Source: an optimization exercise on an open RTL-to-GDS flow (aim: small area and a short achievable clock period). Production flows keep margins and buffers that such runs may drop.

==> branch raven: inputs <==
==> flow/design.v <==
module divu8 (
    input  wire [7:0] n,
    input  wire [7:0] d,
    output wire [7:0] q,
    output wire [7:0] r
);
    wire [7:0] rr [0:8];
    assign rr[8] = 8'd0;
    genvar i;
    generate
        for (i = 7; i >= 0; i = i - 1) begin : st
            localparam W = 8 - i;
            wire [W-1:0] trial;
            if (W == 1) begin : w1
                assign trial = n[i];
            end else begin : wn
                assign trial = {rr[i+1][W-2:0], n[i]};
            end
            wire hz = ~|(d >> W);
            wire [W:0] diff = {1'b0, trial} - {1'b0, d[W-1:0]};
            wire ge = hz & ~diff[W];
            assign q[i] = ge;
            assign rr[i] = ge ? diff[W-1:0] : trial;
        end
    endgenerate
    assign r = rr[0];
endmodule
module mul8lo (
    input  wire [7:0] a,
    input  wire [7:0] b,
    output wire [7:0] p
);
    wire [7:0] s [0:7];
    wire [8:0] c [0:7];
    genvar i, j;
    generate
        for (j = 0; j < 8; j = j + 1) begin : r0
            assign s[0][j] = a[j] & b[0];
        end
        assign c[0] = 9'd0;
        for (i = 1; i < 8; i = i + 1) begin : row
            for (j = 0; j < i; j = j + 1) begin : lo
                assign s[i][j] = s[i-1][j];
            end
            assign c[i][i:0] = {(i+1){1'b0}};
            for (j = i; j < 8; j = j + 1) begin : col
                wire x = s[i-1][j];
                wire y = c[i-1][j];
                wire z = a[j-i] & b[i];
                assign s[i][j]   = x ^ y ^ z;
                assign c[i][j+1] = (x & y) | (x & z) | (y & z);
            end
        end
    endgenerate
    assign p = s[7];
endmodule
module addsub8 (
    input  wire [7:0] a,
    input  wire [7:0] b,
    input  wire       sub,
    output wire [7:0] y
);
    wire [7:0] x = a ^ {8{sub}};
    wire [8:0] c;
    assign c[0] = sub;
    genvar j;
    generate
        for (j = 0; j < 8; j = j + 1) begin : bt
            assign y[j]   = b[j] ^ x[j] ^ c[j];
            assign c[j+1] = (b[j] & x[j]) | (b[j] & c[j]) | (x[j] & c[j]);
        end
    endgenerate
endmodule
module main (
    input wire clk,
    input wire rst,
    input wire [7:0] in,
    input wire [2:0] op,
    input wire apply,
    output wire [7:0] tail,
    output wire empty,
    output reg valid
);
    reg [7:0] q0, q1, q2, q3, q4;
    reg [2:0] c;     
    assign tail  = q0;
    assign empty = (c == 3'd0);
    reg [7:0] a, b;
    always @* begin
        case ({c[2], c[0]})
            2'd0: begin a = q1; b = q0; end
            2'd1: begin a = q2; b = q1; end
            2'd2: begin a = q3; b = q2; end
            default: begin a = q4; b = q3; end
        endcase
    end
    wire [7:0] quo, rem;
    divu8 u_div (.n(b), .d(a), .q(quo), .r(rem));
    wire       sub = op[2];
    wire [7:0] sum, prod;
    addsub8 u_as (.a(a), .b(b), .sub(sub), .y(sum));
    mul8lo u_mul (.a(a), .b(b), .p(prod));
    reg [7:0] res;
    always @* begin
        case (op)
            3'd0:    res = in;
            3'd3:    res = prod;
            3'd5:    res = quo;
            3'd6:    res = rem;
            default: res = sum;
        endcase
    end
    wire full = c[2] & c[0];
    wire ge2  = c[2] | c[1];
    wire ge1  = c != 3'd0;
    wire bad = (op == 3'd7)
             | ((op == 3'd0) & full)
             | ((op == 3'd1) & ~ge1)
             | ((op != 3'd0) & (op != 3'd1) & ~ge2)
             | (((op == 3'd5) | (op == 3'd6)) & (a == 8'd0));
    always @(posedge clk) begin
        if (apply && op != 3'd1) begin
            q0 <= res;
            q1 <= q0;
            q2 <= q1;
            q3 <= q2;
            q4 <= q3;
        end
    end
    always @(posedge clk or posedge rst) begin
        if (rst) begin
            c     <= 3'd0;
            valid <= 1'b1;
        end else if (apply) begin
            if (op == 3'd0) c <= c + 3'd1;
            else            c <= c - 3'd1;
            if (bad) valid <= 1'b0;
        end
    end
endmodule
==> flow/run.sh <==
#!/bin/bash
# synth_recipe.tcl (not shown) runs the flow's synth.tcl, then flattens the netlist and writes it again
# the make line also repeats each setting of config.mk as NAME=value (left out here)
make -C /OpenROAD-flow-scripts/flow DESIGN_CONFIG=/design/flow/config.mk WORK_HOME=/design/flow/orfs CLKGATE_MAP_FILE= SYNTH_SCRIPT=/design/flow/synth_recipe.tcl finish
==> flow/config.mk <==
export PLATFORM = sky130hd
export DESIGN_NAME = main
export DESIGN_NICKNAME = main
export VERILOG_FILES = /design/flow/design.v
export SDC_FILE = /design/flow/constraint.sdc
export NUM_CORES = 4
export LEC_CHECK = 0
export ABC_AREA = 1
export CAP_MARGIN = 0
export CORE_MARGIN = 2
export CORE_UTILIZATION = 60
export SETUP_SLACK_MARGIN = 5
export SLEW_MARGIN = 0
export TNS_END_PERCENT = 10
==> flow/constraint.sdc <==
create_clock -name core_clock -period 15.5 [get_ports {clk}]
set_input_delay 3.1000 -clock core_clock [delete_from_list [all_inputs] [get_ports {clk}]]
set_output_delay 3.1000 -clock core_clock [all_outputs]
set_load 0.01 [all_outputs]
==> inputs of branch xenon, as changes to branch raven <==
==> flow/design.v, changed modules only <==
module divu8 (
    input  wire [7:0] n,
    input  wire [7:0] d,
    output wire [7:0] q,
    output wire [7:0] r
);
    wire [9:0] d1 = {2'b00, d};
    wire [9:0] d2 = {1'b0, d, 1'b0};
    wire [9:0] d3 = d1 + d2;
    wire [7:0] rr [0:4];
    assign rr[4] = 8'd0;
    genvar k;
    generate
        for (k = 3; k >= 0; k = k - 1) begin : st
            localparam W = 8 - 2 * k;
            wire [9:0] x;
            if (W == 2) begin : w2
                assign x = {8'd0, n[2*k+1], n[2*k]};
            end else begin : wn
                assign x = {{(10-W){1'b0}}, rr[k+1][W-3:0], n[2*k+1], n[2*k]};
            end
            wire g1 = x >= d1;
            wire g2 = x >= d2;
            wire g3 = x >= d3;
            wire [W-1:0] s1 = x[W-1:0] - d1[W-1:0];
            wire [W-1:0] s2 = x[W-1:0] - d2[W-1:0];
            wire [W-1:0] s3 = x[W-1:0] - d3[W-1:0];
            assign q[2*k+1] = g2;
            assign q[2*k]   = g3 | (g1 & ~g2);
            wire [W-1:0] nr = g3 ? s3 : g2 ? s2 : g1 ? s1 : x[W-1:0];
            assign rr[k] = nr;
        end
    endgenerate
    assign r = rr[0];
endmodule
module main (
    input wire clk,
    input wire rst,
    input wire [7:0] in,
    input wire [2:0] op,
    input wire apply,
    output wire [7:0] tail,
    output wire empty,
    output reg valid
);
    reg [7:0] q0, q1, q2, q3, q4;
    reg [2:0] c;     
    assign tail  = q0;
    assign empty = (c == 3'd0);
    reg [7:0] a, b;
    always @* begin
        case ({c[2], c[0]})
            2'd0: begin a = q1; b = q0; end
            2'd1: begin a = q2; b = q1; end
            2'd2: begin a = q3; b = q2; end
            default: begin a = q4; b = q3; end
        endcase
    end
    wire [7:0] quo, rem;
    divu8 u_div (.n(b), .d(a), .q(quo), .r(rem));
    wire       sub = op[2];
    wire [7:0] sum = b + (a ^ {8{sub}}) + {7'd0, sub};
    reg [7:0] res;
    always @* begin
        case (op)
            3'd0:    res = in;
            3'd3:    res = a * b;
            3'd5:    res = quo;
            3'd6:    res = rem;
            default: res = sum;
        endcase
    end
    wire full = c[2] & c[0];
    wire ge2  = c[2] | c[1];
    wire ge1  = c != 3'd0;
    wire bad = (op == 3'd7)
             | ((op == 3'd0) & full)
             | ((op == 3'd1) & ~ge1)
             | ((op != 3'd0) & (op != 3'd1) & ~ge2)
             | (((op == 3'd5) | (op == 3'd6)) & (a == 8'd0));
    always @(posedge clk) begin
        if (apply && op != 3'd1) begin
            q0 <= res;
            q1 <= q0;
            q2 <= q1;
            q3 <= q2;
            q4 <= q3;
        end
    end
    always @(posedge clk or posedge rst) begin
        if (rst) begin
            c     <= 3'd0;
            valid <= 1'b1;
        end else if (apply) begin
            if (op == 3'd0) c <= c + 3'd1;
            else            c <= c - 3'd1;
            if (bad) valid <= 1'b0;
        end
    end
endmodule
// module mul8lo removed
// module addsub8 removed
==> flow/flow/run.sh (new file) <==
#!/bin/bash
MARGIN=$(cat flow/margin.txt)
sed "s/SETUP_SLACK_MARGIN=[0-9.]*/SETUP_SLACK_MARGIN=$MARGIN/" standard.sh > standard_margin.sh
bash standard_margin.sh > standard.log 2>&1
==> flow/flow/margin.txt (new file) <==
8
==> flow/standard.sh (new file) <==
#!/bin/bash
# synth_recipe.tcl (not shown) runs the flow's synth.tcl, then flattens the netlist and writes it again
# the make line also repeats each setting of config.mk as NAME=value (left out here)
make -C /OpenROAD-flow-scripts/flow DESIGN_CONFIG=/design/flow/config.mk WORK_HOME=/design/flow/orfs CLKGATE_MAP_FILE= SYNTH_SCRIPT=/design/flow/synth_recipe.tcl "${@:-finish}"
--- a/flow/config.mk
+++ b/flow/config.mk
@@ -7,8 +7,7 @@
 export LEC_CHECK = 0
 export ABC_AREA = 1
-export CAP_MARGIN = 0
+export CAP_MARGIN = 20
 export CORE_MARGIN = 2
 export CORE_UTILIZATION = 60
 export SETUP_SLACK_MARGIN = 5
-export SLEW_MARGIN = 0
-export TNS_END_PERCENT = 10
+export SLEW_MARGIN = 20
removed: flow/run.sh
==> comparison table <==
	branch raven	branch xenon
Result of the run	no timing/DRC/antenna violations	no timing/DRC/antenna violations
Placer's final routability congestion estimate	0.915	1.02
Clock root cell	sky130_fd_sc_hd__clkbuf_8	sky130_fd_sc_hd__clkbuf_16
Post-DP Area	0.00553 mm²	0.00752 mm²
FF-to-FF path depth	67	57
Met1 WL	5990 µm	9210 µm
Total length of routed wires	15,200 µm	25,300 µm
Synth top area share	23.2%	17.2%
Wire length of the first global-routing pass	22,700 µm	37,700 µm
Layout net count	787	1,151
Number of global-route vias before repair	4,520	7,169
Core footprint	0.00830 mm²	0.0114 mm²
Clk slew on worst S/H paths	80 ps	70 ps
Count of filler cells inserted in the layout	565	742
Final worst path period need	10,270 ps	8360 ps
No functional check of the RTL was part of any run of this note.

==> what the ideal ports hide <==
The flow's constraints put no driver on any port. The routed layouts listed below were extracted and timed again, unchanged, in two steps. Step 1, drivers: a clkbuf_16 drives clk and a buf_2 each remaining input, both assumed. Step 2 also shifts input and output timing later by t, the mid clock arrival at the registers, as if the neighbouring blocks saw the same clock. Three values: ideal, step 1, step 2; two values: the first two.
run | t (ns) | setup WS [ns] | clock arrival spread, ns
branch raven | 0.321 | 5.230 / 5.230 / 5.230 | 0.003 / 0.003
branch xenon | 0.322 | 7.143 / 7.143 / 7.143 | 0.011 / 0.011
After both steps setup and hold are still met in every run listed.
